Context: an optimization exercise on an open-source flow, tuned for small area and a short achievable clock period. The choices shown serve that exercise and are no tape-out recipe.
The RTL was checked by simulation tests, not by an equivalence proof against the original design.

==> inputs of run a <==
==> flow/design.v <==
`timescale 1ns / 1ps
module Parameterized_ALU#(parameter N = 16)(
    input clk,
    input [N-1:0] A,
    input [N-1:0] B,
    input [3:0] ALU_Func,
    output reg [N-1:0] ALU_out,
    output reg Carry,
    output  Arith,
    output  Shift,
    output  CMP,
    output  Logic
    );
    wire sub = ALU_Func[0] | ALU_Func[3];
    wire [15:0] bx = B ^ {16{sub}};
    wire [16:0] c;
    wire [15:0] s;
    assign c[0] = sub;
    genvar i;
    generate for (i = 0; i < 16; i = i + 1) begin : add
      assign s[i] = A[i] ^ bx[i] ^ c[i];
      assign c[i+1] = (A[i] & bx[i]) | (c[i] & (A[i] ^ bx[i]));
    end endgenerate
    wire lt = ~c[16];             
    wire eq = ~|(A ^ B);
    wire gt = ~lt & ~eq;
    wire [15:0] md;
    alu_muldiv u_md(.A(A), .B(B), .div(ALU_Func[0]), .Y(md));
    always @(posedge clk) begin
        Carry <= 1'b0;
        case (ALU_Func)
            4'b0000: {Carry, ALU_out} <= {c[16], s};
            4'b0001: {Carry, ALU_out} <= {lt, s};
            4'b0010: ALU_out <= md;
            4'b0011: ALU_out <= md;
            4'b0100: ALU_out <= A & B;
            4'b0101: ALU_out <= A | B;
            4'b0110: ALU_out <= ~(A & B);
            4'b0111: ALU_out <= ~(A | B);
            4'b1000: ALU_out <= A ^ B;
            4'b1001: ALU_out <= ~(A ^ B);
            4'b1010: ALU_out <= {15'b0, eq};
            4'b1011: ALU_out <= {14'b0, gt, 1'b0};
            4'b1100: ALU_out <= {14'b0, lt, lt};
            4'b1101: ALU_out <= {1'b0, A[15:1]};
            4'b1110: ALU_out <= {A[14:0], 1'b0};
            default: ALU_out <= 16'b0;
        endcase
    end
    assign Arith = (ALU_Func[3:2] == 2'b00);
    assign Logic = (ALU_Func[3:2] == 2'b01) || (ALU_Func == 4'b1000) || (ALU_Func == 4'b1001);
    assign CMP   = (ALU_Func == 4'b1010) || (ALU_Func == 4'b1011) || (ALU_Func == 4'b1100);
    assign Shift = (ALU_Func == 4'b1101) || (ALU_Func == 4'b1110);
endmodule
module alu_muldiv(input [15:0] A, input [15:0] B, input div, output [15:0] Y);
  wire [15:0] y = div ? ~B : A;
  wire [15:0] q;
  wire [16:0] hiz;
  assign hiz[16] = 1'b1;
  genvar w;
  generate for (w = 15; w >= 1; w = w - 1) begin : hz
    assign hiz[w] = hiz[w+1] & ~B[w];
  end endgenerate
  wire [0:0] s1_t, s1_r;
  wire [1:0] s1_c;
  assign s1_c[0] = div;
  assign s1_t = div & A[15];
  generate for (w = 0; w < 1; w = w + 1) begin : c1
    assign s1_c[w+1] = (s1_t[w] & y[w]) | ((s1_t[w] | y[w]) & s1_c[w]);
  end endgenerate
  assign q[15] = hiz[1] & s1_c[1];
  wire ctl1 = div ? q[15] : B[15];
  assign s1_r = s1_t ^ ({1{ctl1}} & (y[0:0] ^ s1_c[0:0]));
  wire [1:0] s2_t, s2_r;
  wire [2:0] s2_c;
  assign s2_c[0] = div;
  assign s2_t = {s1_r, div & A[14]};
  generate for (w = 0; w < 2; w = w + 1) begin : c2
    assign s2_c[w+1] = (s2_t[w] & y[w]) | ((s2_t[w] | y[w]) & s2_c[w]);
  end endgenerate
  assign q[14] = hiz[2] & s2_c[2];
  wire ctl2 = div ? q[14] : B[14];
  assign s2_r = s2_t ^ ({2{ctl2}} & (y[1:0] ^ s2_c[1:0]));
  wire [2:0] s3_t, s3_r;
  wire [3:0] s3_c;
  assign s3_c[0] = div;
  assign s3_t = {s2_r, div & A[13]};
  generate for (w = 0; w < 3; w = w + 1) begin : c3
    assign s3_c[w+1] = (s3_t[w] & y[w]) | ((s3_t[w] | y[w]) & s3_c[w]);
  end endgenerate
  assign q[13] = hiz[3] & s3_c[3];
  wire ctl3 = div ? q[13] : B[13];
  assign s3_r = s3_t ^ ({3{ctl3}} & (y[2:0] ^ s3_c[2:0]));
  wire [3:0] s4_t, s4_r;
  wire [4:0] s4_c;
  assign s4_c[0] = div;
  assign s4_t = {s3_r, div & A[12]};
  generate for (w = 0; w < 4; w = w + 1) begin : c4
    assign s4_c[w+1] = (s4_t[w] & y[w]) | ((s4_t[w] | y[w]) & s4_c[w]);
  end endgenerate
  assign q[12] = hiz[4] & s4_c[4];
  wire ctl4 = div ? q[12] : B[12];
  assign s4_r = s4_t ^ ({4{ctl4}} & (y[3:0] ^ s4_c[3:0]));
  wire [4:0] s5_t, s5_r;
  wire [5:0] s5_c;
  assign s5_c[0] = div;
  assign s5_t = {s4_r, div & A[11]};
  generate for (w = 0; w < 5; w = w + 1) begin : c5
    assign s5_c[w+1] = (s5_t[w] & y[w]) | ((s5_t[w] | y[w]) & s5_c[w]);
  end endgenerate
  assign q[11] = hiz[5] & s5_c[5];
  wire ctl5 = div ? q[11] : B[11];
  assign s5_r = s5_t ^ ({5{ctl5}} & (y[4:0] ^ s5_c[4:0]));
  wire [5:0] s6_t, s6_r;
  wire [6:0] s6_c;
  assign s6_c[0] = div;
  assign s6_t = {s5_r, div & A[10]};
  generate for (w = 0; w < 6; w = w + 1) begin : c6
    assign s6_c[w+1] = (s6_t[w] & y[w]) | ((s6_t[w] | y[w]) & s6_c[w]);
  end endgenerate
  assign q[10] = hiz[6] & s6_c[6];
  wire ctl6 = div ? q[10] : B[10];
  assign s6_r = s6_t ^ ({6{ctl6}} & (y[5:0] ^ s6_c[5:0]));
  wire [6:0] s7_t, s7_r;
  wire [7:0] s7_c;
  assign s7_c[0] = div;
  assign s7_t = {s6_r, div & A[9]};
  generate for (w = 0; w < 7; w = w + 1) begin : c7
    assign s7_c[w+1] = (s7_t[w] & y[w]) | ((s7_t[w] | y[w]) & s7_c[w]);
  end endgenerate
  assign q[9] = hiz[7] & s7_c[7];
  wire ctl7 = div ? q[9] : B[9];
  assign s7_r = s7_t ^ ({7{ctl7}} & (y[6:0] ^ s7_c[6:0]));
  wire [7:0] s8_t, s8_r;
  wire [8:0] s8_c;
  assign s8_c[0] = div;
  assign s8_t = {s7_r, div & A[8]};
  generate for (w = 0; w < 8; w = w + 1) begin : c8
    assign s8_c[w+1] = (s8_t[w] & y[w]) | ((s8_t[w] | y[w]) & s8_c[w]);
  end endgenerate
  assign q[8] = hiz[8] & s8_c[8];
  wire ctl8 = div ? q[8] : B[8];
  assign s8_r = s8_t ^ ({8{ctl8}} & (y[7:0] ^ s8_c[7:0]));
  wire [8:0] s9_t, s9_r;
  wire [9:0] s9_c;
  assign s9_c[0] = div;
  assign s9_t = {s8_r, div & A[7]};
  generate for (w = 0; w < 9; w = w + 1) begin : c9
    assign s9_c[w+1] = (s9_t[w] & y[w]) | ((s9_t[w] | y[w]) & s9_c[w]);
  end endgenerate
  assign q[7] = hiz[9] & s9_c[9];
  wire ctl9 = div ? q[7] : B[7];
  assign s9_r = s9_t ^ ({9{ctl9}} & (y[8:0] ^ s9_c[8:0]));
  wire [9:0] s10_t, s10_r;
  wire [10:0] s10_c;
  assign s10_c[0] = div;
  assign s10_t = {s9_r, div & A[6]};
  generate for (w = 0; w < 10; w = w + 1) begin : c10
    assign s10_c[w+1] = (s10_t[w] & y[w]) | ((s10_t[w] | y[w]) & s10_c[w]);
  end endgenerate
  assign q[6] = hiz[10] & s10_c[10];
  wire ctl10 = div ? q[6] : B[6];
  assign s10_r = s10_t ^ ({10{ctl10}} & (y[9:0] ^ s10_c[9:0]));
  wire [10:0] s11_t, s11_r;
  wire [11:0] s11_c;
  assign s11_c[0] = div;
  assign s11_t = {s10_r, div & A[5]};
  generate for (w = 0; w < 11; w = w + 1) begin : c11
    assign s11_c[w+1] = (s11_t[w] & y[w]) | ((s11_t[w] | y[w]) & s11_c[w]);
  end endgenerate
  assign q[5] = hiz[11] & s11_c[11];
  wire ctl11 = div ? q[5] : B[5];
  assign s11_r = s11_t ^ ({11{ctl11}} & (y[10:0] ^ s11_c[10:0]));
  wire [11:0] s12_t, s12_r;
  wire [12:0] s12_c;
  assign s12_c[0] = div;
  assign s12_t = {s11_r, div & A[4]};
  generate for (w = 0; w < 12; w = w + 1) begin : c12
    assign s12_c[w+1] = (s12_t[w] & y[w]) | ((s12_t[w] | y[w]) & s12_c[w]);
  end endgenerate
  assign q[4] = hiz[12] & s12_c[12];
  wire ctl12 = div ? q[4] : B[4];
  assign s12_r = s12_t ^ ({12{ctl12}} & (y[11:0] ^ s12_c[11:0]));
  wire [12:0] s13_t, s13_r;
  wire [13:0] s13_c;
  assign s13_c[0] = div;
  assign s13_t = {s12_r, div & A[3]};
  generate for (w = 0; w < 13; w = w + 1) begin : c13
    assign s13_c[w+1] = (s13_t[w] & y[w]) | ((s13_t[w] | y[w]) & s13_c[w]);
  end endgenerate
  assign q[3] = hiz[13] & s13_c[13];
  wire ctl13 = div ? q[3] : B[3];
  assign s13_r = s13_t ^ ({13{ctl13}} & (y[12:0] ^ s13_c[12:0]));
  wire [13:0] s14_t, s14_r;
  wire [14:0] s14_c;
  assign s14_c[0] = div;
  assign s14_t = {s13_r, div & A[2]};
  generate for (w = 0; w < 14; w = w + 1) begin : c14
    assign s14_c[w+1] = (s14_t[w] & y[w]) | ((s14_t[w] | y[w]) & s14_c[w]);
  end endgenerate
  assign q[2] = hiz[14] & s14_c[14];
  wire ctl14 = div ? q[2] : B[2];
  assign s14_r = s14_t ^ ({14{ctl14}} & (y[13:0] ^ s14_c[13:0]));
  wire [14:0] s15_t, s15_r;
  wire [15:0] s15_c;
  assign s15_c[0] = div;
  assign s15_t = {s14_r, div & A[1]};
  generate for (w = 0; w < 15; w = w + 1) begin : c15
    assign s15_c[w+1] = (s15_t[w] & y[w]) | ((s15_t[w] | y[w]) & s15_c[w]);
  end endgenerate
  assign q[1] = hiz[15] & s15_c[15];
  wire ctl15 = div ? q[1] : B[1];
  assign s15_r = s15_t ^ ({15{ctl15}} & (y[14:0] ^ s15_c[14:0]));
  wire [15:0] s16_t, s16_r;
  wire [16:0] s16_c;
  assign s16_c[0] = div;
  assign s16_t = {s15_r, div & A[0]};
  generate for (w = 0; w < 16; w = w + 1) begin : c16
    assign s16_c[w+1] = (s16_t[w] & y[w]) | ((s16_t[w] | y[w]) & s16_c[w]);
  end endgenerate
  assign q[0] = hiz[16] & s16_c[16];
  wire ctl16 = div ? q[0] : B[0];
  assign s16_r = s16_t ^ ({16{ctl16}} & (y[15:0] ^ s16_c[15:0]));
  assign Y = div ? q : s16_r;
endmodule
==> flow/run.sh <==
#!/bin/bash
# synth_recipe.tcl (not shown) runs the flow's synth.tcl, then flattens the netlist and writes it again
# the make line also repeats each setting of config.mk as NAME=value (left out here)
make -C /OpenROAD-flow-scripts/flow DESIGN_CONFIG=/design/flow/config.mk WORK_HOME=/design/flow/orfs CLKGATE_MAP_FILE= SYNTH_SCRIPT=/design/flow/synth_recipe.tcl finish
==> flow/config.mk <==
export PLATFORM = sky130hd
export DESIGN_NAME = Parameterized_ALU
export DESIGN_NICKNAME = Parameterized_ALU
export VERILOG_FILES = /design/flow/design.v
export SDC_FILE = /design/flow/constraint.sdc
export NUM_CORES = 4
export LEC_CHECK = 0
export ABC_AREA = 1
export CAP_MARGIN = 20
export CORE_MARGIN = 2
export CORE_UTILIZATION = 40
export GPL_TIMING_DRIVEN = 0
export SLEW_MARGIN = 20
==> flow/constraint.sdc <==
create_clock -name core_clock -period 35.0 [get_ports {clk}]
set_input_delay 7.0000 -clock core_clock [delete_from_list [all_inputs] [get_ports {clk}]]
set_output_delay 7.0000 -clock core_clock [all_outputs]
set_load 0.01 [all_outputs]
==> run b (differences from run a) <==
==> flow/design.v, changed modules only <==
module alu_muldiv(input [15:0] A, input [15:0] B, input div, output [15:0] Y);
  wire [15:0] y = ~B;
  wire [15:0] q;
  wire [16:0] hiz;
  assign hiz[16] = 1'b1;
  genvar w;
  generate for (w = 15; w >= 1; w = w - 1) begin : hz
    assign hiz[w] = hiz[w+1] & ~B[w];
  end endgenerate
  wire [0:0] s1_t, s1_r;
  wire [1:0] s1_c;
  assign s1_c[0] = 1'b1;
  assign s1_t = A[15] | ~div;
  generate for (w = 0; w < 1; w = w + 1) begin : c1
    assign s1_c[w+1] = (s1_t[w] & y[w]) | ((s1_t[w] | y[w]) & s1_c[w]);
  end endgenerate
  assign q[15] = hiz[1] & s1_c[1];
  wire ctl1 = div ? q[15] : A[15];
  assign s1_r = s1_t ^ ({1{ctl1}} & (y[0:0] ^ s1_c[0:0]));
  wire [1:0] s2_t, s2_r;
  wire [2:0] s2_c;
  assign s2_c[0] = 1'b1;
  assign s2_t = {s1_r, A[14] | ~div};
  generate for (w = 0; w < 2; w = w + 1) begin : c2
    assign s2_c[w+1] = (s2_t[w] & y[w]) | ((s2_t[w] | y[w]) & s2_c[w]);
  end endgenerate
  assign q[14] = hiz[2] & s2_c[2];
  wire ctl2 = div ? q[14] : A[14];
  assign s2_r = s2_t ^ ({2{ctl2}} & (y[1:0] ^ s2_c[1:0]));
  wire [2:0] s3_t, s3_r;
  wire [3:0] s3_c;
  assign s3_c[0] = 1'b1;
  assign s3_t = {s2_r, A[13] | ~div};
  generate for (w = 0; w < 3; w = w + 1) begin : c3
    assign s3_c[w+1] = (s3_t[w] & y[w]) | ((s3_t[w] | y[w]) & s3_c[w]);
  end endgenerate
  assign q[13] = hiz[3] & s3_c[3];
  wire ctl3 = div ? q[13] : A[13];
  assign s3_r = s3_t ^ ({3{ctl3}} & (y[2:0] ^ s3_c[2:0]));
  wire [3:0] s4_t, s4_r;
  wire [4:0] s4_c;
  assign s4_c[0] = 1'b1;
  assign s4_t = {s3_r, A[12] | ~div};
  generate for (w = 0; w < 4; w = w + 1) begin : c4
    assign s4_c[w+1] = (s4_t[w] & y[w]) | ((s4_t[w] | y[w]) & s4_c[w]);
  end endgenerate
  assign q[12] = hiz[4] & s4_c[4];
  wire ctl4 = div ? q[12] : A[12];
  assign s4_r = s4_t ^ ({4{ctl4}} & (y[3:0] ^ s4_c[3:0]));
  wire [4:0] s5_t, s5_r;
  wire [5:0] s5_c;
  assign s5_c[0] = 1'b1;
  assign s5_t = {s4_r, A[11] | ~div};
  generate for (w = 0; w < 5; w = w + 1) begin : c5
    assign s5_c[w+1] = (s5_t[w] & y[w]) | ((s5_t[w] | y[w]) & s5_c[w]);
  end endgenerate
  assign q[11] = hiz[5] & s5_c[5];
  wire ctl5 = div ? q[11] : A[11];
  assign s5_r = s5_t ^ ({5{ctl5}} & (y[4:0] ^ s5_c[4:0]));
  wire [5:0] s6_t, s6_r;
  wire [6:0] s6_c;
  assign s6_c[0] = 1'b1;
  assign s6_t = {s5_r, A[10] | ~div};
  generate for (w = 0; w < 6; w = w + 1) begin : c6
    assign s6_c[w+1] = (s6_t[w] & y[w]) | ((s6_t[w] | y[w]) & s6_c[w]);
  end endgenerate
  assign q[10] = hiz[6] & s6_c[6];
  wire ctl6 = div ? q[10] : A[10];
  assign s6_r = s6_t ^ ({6{ctl6}} & (y[5:0] ^ s6_c[5:0]));
  wire [6:0] s7_t, s7_r;
  wire [7:0] s7_c;
  assign s7_c[0] = 1'b1;
  assign s7_t = {s6_r, A[9] | ~div};
  generate for (w = 0; w < 7; w = w + 1) begin : c7
    assign s7_c[w+1] = (s7_t[w] & y[w]) | ((s7_t[w] | y[w]) & s7_c[w]);
  end endgenerate
  assign q[9] = hiz[7] & s7_c[7];
  wire ctl7 = div ? q[9] : A[9];
  assign s7_r = s7_t ^ ({7{ctl7}} & (y[6:0] ^ s7_c[6:0]));
  wire [7:0] s8_t, s8_r;
  wire [8:0] s8_c;
  assign s8_c[0] = 1'b1;
  assign s8_t = {s7_r, A[8] | ~div};
  generate for (w = 0; w < 8; w = w + 1) begin : c8
    assign s8_c[w+1] = (s8_t[w] & y[w]) | ((s8_t[w] | y[w]) & s8_c[w]);
  end endgenerate
  assign q[8] = hiz[8] & s8_c[8];
  wire ctl8 = div ? q[8] : A[8];
  assign s8_r = s8_t ^ ({8{ctl8}} & (y[7:0] ^ s8_c[7:0]));
  wire [8:0] s9_t, s9_r;
  wire [9:0] s9_c;
  assign s9_c[0] = 1'b1;
  assign s9_t = {s8_r, A[7] | ~div};
  generate for (w = 0; w < 9; w = w + 1) begin : c9
    assign s9_c[w+1] = (s9_t[w] & y[w]) | ((s9_t[w] | y[w]) & s9_c[w]);
  end endgenerate
  assign q[7] = hiz[9] & s9_c[9];
  wire ctl9 = div ? q[7] : A[7];
  assign s9_r = s9_t ^ ({9{ctl9}} & (y[8:0] ^ s9_c[8:0]));
  wire [9:0] s10_t, s10_r;
  wire [10:0] s10_c;
  assign s10_c[0] = 1'b1;
  assign s10_t = {s9_r, A[6] | ~div};
  generate for (w = 0; w < 10; w = w + 1) begin : c10
    assign s10_c[w+1] = (s10_t[w] & y[w]) | ((s10_t[w] | y[w]) & s10_c[w]);
  end endgenerate
  assign q[6] = hiz[10] & s10_c[10];
  wire ctl10 = div ? q[6] : A[6];
  assign s10_r = s10_t ^ ({10{ctl10}} & (y[9:0] ^ s10_c[9:0]));
  wire [10:0] s11_t, s11_r;
  wire [11:0] s11_c;
  assign s11_c[0] = 1'b1;
  assign s11_t = {s10_r, A[5] | ~div};
  generate for (w = 0; w < 11; w = w + 1) begin : c11
    assign s11_c[w+1] = (s11_t[w] & y[w]) | ((s11_t[w] | y[w]) & s11_c[w]);
  end endgenerate
  assign q[5] = hiz[11] & s11_c[11];
  wire ctl11 = div ? q[5] : A[5];
  assign s11_r = s11_t ^ ({11{ctl11}} & (y[10:0] ^ s11_c[10:0]));
  wire [11:0] s12_t, s12_r;
  wire [12:0] s12_c;
  assign s12_c[0] = 1'b1;
  assign s12_t = {s11_r, A[4] | ~div};
  generate for (w = 0; w < 12; w = w + 1) begin : c12
    assign s12_c[w+1] = (s12_t[w] & y[w]) | ((s12_t[w] | y[w]) & s12_c[w]);
  end endgenerate
  assign q[4] = hiz[12] & s12_c[12];
  wire ctl12 = div ? q[4] : A[4];
  assign s12_r = s12_t ^ ({12{ctl12}} & (y[11:0] ^ s12_c[11:0]));
  wire [12:0] s13_t, s13_r;
  wire [13:0] s13_c;
  assign s13_c[0] = 1'b1;
  assign s13_t = {s12_r, A[3] | ~div};
  generate for (w = 0; w < 13; w = w + 1) begin : c13
    assign s13_c[w+1] = (s13_t[w] & y[w]) | ((s13_t[w] | y[w]) & s13_c[w]);
  end endgenerate
  assign q[3] = hiz[13] & s13_c[13];
  wire ctl13 = div ? q[3] : A[3];
  assign s13_r = s13_t ^ ({13{ctl13}} & (y[12:0] ^ s13_c[12:0]));
  wire [13:0] s14_t, s14_r;
  wire [14:0] s14_c;
  assign s14_c[0] = 1'b1;
  assign s14_t = {s13_r, A[2] | ~div};
  generate for (w = 0; w < 14; w = w + 1) begin : c14
    assign s14_c[w+1] = (s14_t[w] & y[w]) | ((s14_t[w] | y[w]) & s14_c[w]);
  end endgenerate
  assign q[2] = hiz[14] & s14_c[14];
  wire ctl14 = div ? q[2] : A[2];
  assign s14_r = s14_t ^ ({14{ctl14}} & (y[13:0] ^ s14_c[13:0]));
  wire [14:0] s15_t, s15_r;
  wire [15:0] s15_c;
  assign s15_c[0] = 1'b1;
  assign s15_t = {s14_r, A[1] | ~div};
  generate for (w = 0; w < 15; w = w + 1) begin : c15
    assign s15_c[w+1] = (s15_t[w] & y[w]) | ((s15_t[w] | y[w]) & s15_c[w]);
  end endgenerate
  assign q[1] = hiz[15] & s15_c[15];
  wire ctl15 = div ? q[1] : A[1];
  assign s15_r = s15_t ^ ({15{ctl15}} & (y[14:0] ^ s15_c[14:0]));
  wire [15:0] s16_t, s16_r;
  wire [16:0] s16_c;
  assign s16_c[0] = 1'b1;
  assign s16_t = {s15_r, A[0] | ~div};
  generate for (w = 0; w < 16; w = w + 1) begin : c16
    assign s16_c[w+1] = (s16_t[w] & y[w]) | ((s16_t[w] | y[w]) & s16_c[w]);
  end endgenerate
  assign q[0] = hiz[16] & s16_c[16];
  wire ctl16 = div ? q[0] : A[0];
  assign s16_r = s16_t ^ ({16{ctl16}} & (y[15:0] ^ s16_c[15:0]));
  assign Y = div ? q : ~s16_r;
endmodule
==> flow/flow/run.sh (new file) <==
#!/bin/bash
set -euo pipefail
export SETUP_SLACK_MARGIN=8
bash standard.sh > standard.log 2>&1
==> flow/standard.sh (new file) <==
#!/bin/bash
# synth_recipe.tcl (not shown) runs the flow's synth.tcl, then flattens the netlist and writes it again
# the make line also repeats each setting of config.mk as NAME=value (left out here)
make -C /OpenROAD-flow-scripts/flow DESIGN_CONFIG=/design/flow/config.mk WORK_HOME=/design/flow/orfs CLKGATE_MAP_FILE= SYNTH_SCRIPT=/design/flow/synth_recipe.tcl "${@:-finish}"
Settings changed: GPL_TIMING_DRIVEN 0 to default.
removed: flow/run.sh
==> results.cfg <==
[worst_setup_path]
arrival_ps = 26090
max_stage_delay_ps = 240
path_depth = 211
path_buf_inv = 11
critPathSlowestCell = xnor2_2

[route]
wl_um = 36300
vias = 11500

[yosys]
seq_area_frac_synth = 0.0354
synth.area.top_cells = nand2_1 (23%), nand3_2 (11%), nand3_1 (11%)

[run_status]
status = complete, no violations

[layout]
final-clk-cell-share = 0.00616
drive_gt1_frac = 0.286

[timing]
worst_slack_ps = 9000

[worst_hold_path]
hp-start = B[15]

[floorplanning]
rows = 56
# the run above: run b

==> results.cfg <==
[run_status]
status = complete, no violations

[timing]
worst_slack_ps = 7350

[worst_setup_path]
path_buf_inv = 14
critPathSlowestCell = clkdlybuf4s50_1
arrival_ps = 27780
path_depth = 206
max_stage_delay_ps = 640

[route]
vias = 11400
wl_um = 33800

[yosys]
synth.area.top_cells = nand2_1 (21%), inv_1 (9.7%), nand3_2 (9.0%)
seq_area_frac_synth = 0.0321

[layout]
final-clk-cell-share = 0.00708
drive_gt1_frac = 0.159
largest_register_ffs = 16

[worst_hold_path]
hp-start = ALU_Func[0]
# the run above: run a

==> static timing again, ports no longer ideal <==
How much do the figures lean on ideal ports? The routed layouts below were timed once more, with nothing changed but the port constraints. Step 1: set_driving_cell puts a clkbuf_16 on clk and a buf_2 on each other input, an assumption about the parent block. Step 2 moves the port delays by t, midway between the first and last clock arrival at a register: inputs arrive t later, outputs are due t later. That takes back most of the time a late clock gives input paths. a / b / c = no drivers / after step 1 / after step 2; a / b = the first two.
run	t, ns	setup slack, ns	worst setup path at the end	worst slew at a driven data input, ns
run a	0.290	7.345 / 7.348 / 7.058	input to register	0.04
run b	0.296	8.997 / 9.016 / 8.720	input to register	0.04
After both steps setup and hold are still met in every run listed. The setup slack of run a, which loses most, moves by +0.003 ns with the drivers and by -0.287 ns with both steps.
